Source: an optimization exercise on an open RTL-to-GDS flow (aim: a short achievable clock period and few clock cycles). Production flows keep margins and buffers that such runs may drop.
RTL that was checked went through simulation tests only; none was proved equivalent to the original.

Setup of oak:
==> flow/design.v <==
package definitions;
localparam logic [2:0] _CMP     = 3'b000;
localparam logic [2:0] _BRANCH  = 3'b001;
localparam logic [2:0] _LOAD    = 3'b010;
localparam logic [2:0] _STORE   = 3'b011;
localparam logic [2:0] _XOR     = 3'b100;
localparam logic [2:0] _ADD     = 3'b101;
localparam logic [2:0] _SUB     = 3'b110;
localparam logic [2:0] _LSHIFT  = 3'b111;
endpackage
import definitions::*;
module TopLevel(
	input Reset,    
          Clk,	    
	output logic Ack,	    
	output [9:0] InstAddr,
	input  [8:0] InstData,
	output [7:0] DataAddr,
	output [7:0] DataWrite,
	output       DataWriteEn,
	input  [7:0] DataRead
);
function automatic logic [8:0] padd8(input logic [7:0] a, input logic [7:0] b, input logic cin);
  logic [7:0] g, p, gg, pp, gn, pn;
  logic [8:0] c;
  g = a & b;
  p = a ^ b;
  gg = g; pp = p;
  for (int d = 1; d < 8; d = d * 2) begin
    gn = gg; pn = pp;
    for (int i = d; i < 8; i++) begin
      gn[i] = gg[i] | (pp[i] & gg[i-d]);
      pn[i] = pp[i] & pp[i-d];
    end
    gg = gn; pp = pn;
  end
  c[0] = cin;
  for (int i = 0; i < 8; i++) c[i+1] = gg[i] | (pp[i] & cin);
  padd8 = {c[8], p ^ c[7:0]};
endfunction
function automatic logic [9:0] pinc10(input logic [9:0] a);
  logic [9:0] r;
  for (int i = 0; i < 10; i++) r[i] = a[i] ^ (&(a | ~((10'd1 << i) - 10'd1)));
  pinc10 = r;
endfunction
function automatic logic ge7(input logic [6:0] a, input logic [6:0] b);
  logic [7:0] gt, eq, gt2, eq2;
  for (int i = 0; i < 7; i++) begin
    gt[i] = a[i] & ~b[i];
    eq[i] = ~(a[i] ^ b[i]);
  end
  gt[7] = 1'b0; eq[7] = 1'b1;
  for (int d = 1; d < 8; d = d * 2)
    for (int i = 0; i < 8; i += 2 * d) begin
      gt[i + 2*d - 1] = gt[i + 2*d - 1] | (eq[i + 2*d - 1] & gt[i + d - 1]);
      eq[i + 2*d - 1] = eq[i + 2*d - 1] & eq[i + d - 1];
    end
  ge7 = gt[7] | eq[7];
endfunction
logic [9:0] pc;
logic [7:0] rf [0:7];       
logic       isVal;          
logic       halted;
logic [7:0] valDest;        
logic [7:0] opA, opB, imm;
logic [7:0] shOH;           
logic       xAdd, xSub, xXor, xLsl, xRdx, xInc, xLd, xImm, xShift, xCmp, xSt;
logic [7:0] xWe;            
logic [7:0] daReg, dwReg;   
logic [7:0] resReg;
logic [7:0] rWe;
logic [7:0] curRf [0:7];
always_comb
  for (int i = 0; i < 8; i++) begin
    curRf[i] = rWe[i] ? resReg : rf[i];
    if (i == 7) curRf[i][7] = 1'b0;
  end
always_ff @(posedge Clk)
  for (int i = 0; i < 8; i++)
    if (Reset) rf[i] <= 8'd0;
    else       rf[i] <= curRf[i];
wire [7:0] sumAB  = padd8(opA, opB, 1'b0);
wire [7:0] diffAB = padd8(opA, ~opB, 1'b1);
wire [7:0] incB   = padd8(opB, 8'd0, 1'b1);
logic [7:0] lsl;
always_comb begin
  lsl = 8'd0;
  for (int j = 0; j < 8; j++)
    for (int k = 0; k <= j; k++)
      lsl[j] = lsl[j] | (shOH[k] & opA[j-k]);
end
wire [7:0] lfsr = {1'b0, curRf[7][5:0], ^(curRf[6][6:0] & curRf[7][6:0])};
wire [7:0] misc = ({8{xXor}}   & (opA ^ opB))
                | ({8{xLsl}}   & lsl)
                | ({8{xRdx}}   & {7'b0, ^opB})
                | ({8{xLd}}    & DataRead)
                | ({8{xImm}}   & imm)
                | ({8{xShift}} & lfsr);
wire [7:0] res  = ({8{xAdd}} & sumAB)
                | ({8{xSub}} & diffAB)
                | ({8{xInc}} & incB)
                | misc;
wire       fEx  = xCmp & (opA[7] ^ opB[7] ^ ge7(opA[6:0], opB[6:0]));
wire [8:0] w  = InstData;
wire [2:0] op = w[8:6];
wire [2:0] fa = w[5:3];
wire [2:0] fb = w[2:0];
wire       run = ~halted;
wire isBrGrp  = ~isVal & (op == _BRANCH);
wire isBr     = isBrGrp & (w[3:0] != 4'd0);
wire isHalt   = isBrGrp & (w[3:0] == 4'd0) & w[5];
wire isShift  = isBrGrp & (w[3:0] == 4'd0) & ~w[5];
wire isMov1   = ~isVal & (w[8:3] == 6'b111111);
wire isRdx    = ~isVal & (w[8:3] == 6'b111110);
wire isLslA   = ~isVal & (op == _LSHIFT) & (fa[2:1] != 2'b11);
wire isInc    = ~isVal & (op == _CMP) & (fa == 3'b111);
wire isLd     = ~isVal & (op == _LOAD);
wire isSt     = ~isVal & (op == _STORE);
wire isXor    = ~isVal & (op == _XOR);
wire isAdd    = ~isVal & (op == _ADD);
wire isSub    = ~isVal & (op == _SUB);
wire isCmpF   = (op == _CMP);        
wire [7:0] aOH = 8'd1 << fa;
wire [7:0] bOH = 8'd1 << fb;
wire [7:0] weD = isVal ? valDest
               : ({8{isLd | isXor | isAdd | isSub | isLslA}} & aOH)
               | ({8{isMov1 | isRdx | isInc}} & bOH)
               | {isShift, 7'b0};
wire [9:0] pcInc = pinc10(pc);
wire [8:0] loSum = padd8({3'b0, pc[4:0]}, {3'b0, w[4:0]}, 1'b0);
wire [4:0] hiP   = pinc10({5'b0, pc[9:5]});
wire [4:0] hiM   = ~pinc10({5'b0, ~pc[9:5]});
wire [4:0] hiBr  = (loSum[5] ^ w[4]) ? (w[4] ? hiM : hiP) : pc[9:5];
wire [9:0] pcBr  = {hiBr, loSum[4:0]};
wire [9:0] nextF0 = (isBr & ~w[5]) ? pcBr : pcInc;
wire [9:0] nextF1 = isBr ? pcBr : pcInc;
wire [9:0] pcNext = fEx ? nextF1 : nextF0;
wire fwdA  = xWe[fa];
wire fwdB  = xWe[fb];
wire fwdA7 = xWe[fa] & (fa != 3'd7);
wire fwdB7 = xWe[fb] & (fb != 3'd7);
wire [7:0] rfA = curRf[fa];
wire [7:0] rfB = curRf[fb];
wire [7:0] rdA = {fwdA7 ? res[7] : rfA[7], fwdA ? res[6:0] : rfA[6:0]};
wire [7:0] rdB = {fwdB7 ? res[7] : rfB[7], fwdB ? res[6:0] : rfB[6:0]};
always_ff @(posedge Clk) begin
  if (Reset) begin
    pc      <= 10'd0;
    isVal   <= 1'b0;
    halted  <= 1'b0;
    valDest <= 8'd0;
    {xAdd, xSub, xXor, xLsl, xRdx, xInc, xLd, xImm, xShift, xCmp, xSt} <= '0;
    xWe     <= 8'd0;
    rWe     <= 8'd0;
  end else begin
    pc      <= pcNext;
    isVal   <= run & isMov1;
    halted  <= halted | isHalt;
    valDest <= bOH;
    xAdd    <= run & isAdd;
    xSub    <= run & isSub;
    xXor    <= run & isXor;
    xLsl    <= run & (isLslA | isMov1);
    xRdx    <= run & isRdx;
    xInc    <= run & isInc;
    xLd     <= run & isLd;
    xImm    <= run & isVal;
    xShift  <= run & isShift;
    xCmp    <= run & isCmpF;
    xSt     <= run & isSt;
    xWe     <= {8{run}} & weD;
    rWe     <= xWe;
  end
  if (isLd | isSt) daReg <= rdB;
  if (isSt)         dwReg <= rdA;
  opA    <= rdA;
  opB    <= rdB;
  imm    <= w[7:0];
  shOH   <= bOH;
  resReg <= res;
end
assign InstAddr    = pc;
assign DataAddr    = daReg;
assign DataWrite   = dwReg;
assign DataWriteEn = xSt;
assign Ack         = halted;
endmodule
make LEC_CHECK=0 ABC_CLOCK_PERIOD_IN_PS=2000 CAP_MARGIN=20 CORE_MARGIN=2 CORE_UTILIZATION=40 SETUP_SLACK_MARGIN=2.3 SLEW_MARGIN=20 TNS_END_PERCENT=100 finish   # period 4.2 ns
run.sh (not shown) runs the stock make flow with config.mk's settings and CLKGATE_MAP_FILE= SYNTH_SCRIPT=/design/flow/synth_recipe.tcl, a recipe that flattens the netlist after the stock synthesis.
Edits applied to the flow inputs when going from oak to pine:
diff --git a/flow/design.v b/flow/design.v
--- a/flow/design.v
+++ b/flow/design.v
@@ -63,13 +63,12 @@
 logic       halted;
 logic [7:0] valDest;        
 logic [7:0] opA, opB, imm;
 logic [7:0] shOH;           
 logic       xAdd, xSub, xXor, xLsl, xRdx, xInc, xLd, xImm, xShift, xCmp, xSt;
 logic [7:0] xWe;            
-logic [7:0] daReg, dwReg;   
 logic [7:0] resReg;
 logic [7:0] rWe;
 logic [7:0] curRf [0:7];
 always_comb
   for (int i = 0; i < 8; i++) begin
     curRf[i] = rWe[i] ? resReg : rf[i];
@@ -168,20 +167,18 @@
     xShift  <= run & isShift;
     xCmp    <= run & isCmpF;
     xSt     <= run & isSt;
     xWe     <= {8{run}} & weD;
     rWe     <= xWe;
   end
-  if (isLd | isSt) daReg <= rdB;
-  if (isSt)         dwReg <= rdA;
   opA    <= rdA;
   opB    <= rdB;
   imm    <= w[7:0];
   shOH   <= bOH;
   resReg <= res;
 end
 assign InstAddr    = pc;
-assign DataAddr    = daReg;
-assign DataWrite   = dwReg;
+assign DataAddr    = opB;
+assign DataWrite   = opA;
 assign DataWriteEn = xSt;
 assign Ack         = halted;
 endmodule
Results
Per the comparison of pine with oak, final clock period utilization by the worst path has decreased, via count of the first global-routing pass has increased, average footprint of a synthesized cell has decreased, fraction of final layout cells with drive strength greater than 1 has increased, clock transition time at the flip-flop clock pins of the worst setup and hold paths has remained practically unchanged. Final critical delay including setup and external delays: pine vs oak down 140 ps. The cell area of pine falls short of that of oak by 140 um2. | required arrival time at the worst endpoint | oak vs pine | ≈ equal |. Row count is higher on oak. Final cell count (pine vs. oak) increases slightly. When pine is measured against oak, its die area turns out 830 um2 lower. Relative to oak, core area decreased by 3.7% in pine. Via count on pine is up relative to oak.
Testbench counts of pine, summed over its fixed seeds: cycles 71,357.
For oak, only the layout was checked, not whether the RTL still works.

[re-timing with driven ports]
The flow's constraints put no driver on any port. The routed layouts listed below were extracted and timed again, unchanged, in two steps.
Step 1 sets driving cells, clkbuf_16 on the clock port and buf_2 on the other inputs (assumed; they add their load-dependent delay and slew).
Step 2 times the ports against the registers' clock, not the clock port: input delays grow and output delays shrink by t, the midpoint of the rising clock arrivals with the driver on.
Slacks: no drivers / after step 1 / after step 2; pairs: no drivers / after step 1.
run	t, ns	setup slack, ns	worst setup path at the end	clock arrival spread, ns	worst data-port slew with drivers (ns)
oak	0.476	1.745 / 1.745 / 1.327	input to register	0.015 / 0.015	0.06
pine	0.477	1.882 / 1.882 / 1.454	input to register	0.007 / 0.007	0.05
After both steps setup and hold are still met in every run listed. The setup slack of pine, which loses most, moves by 0.000 ns with the drivers and by -0.428 ns with both steps.
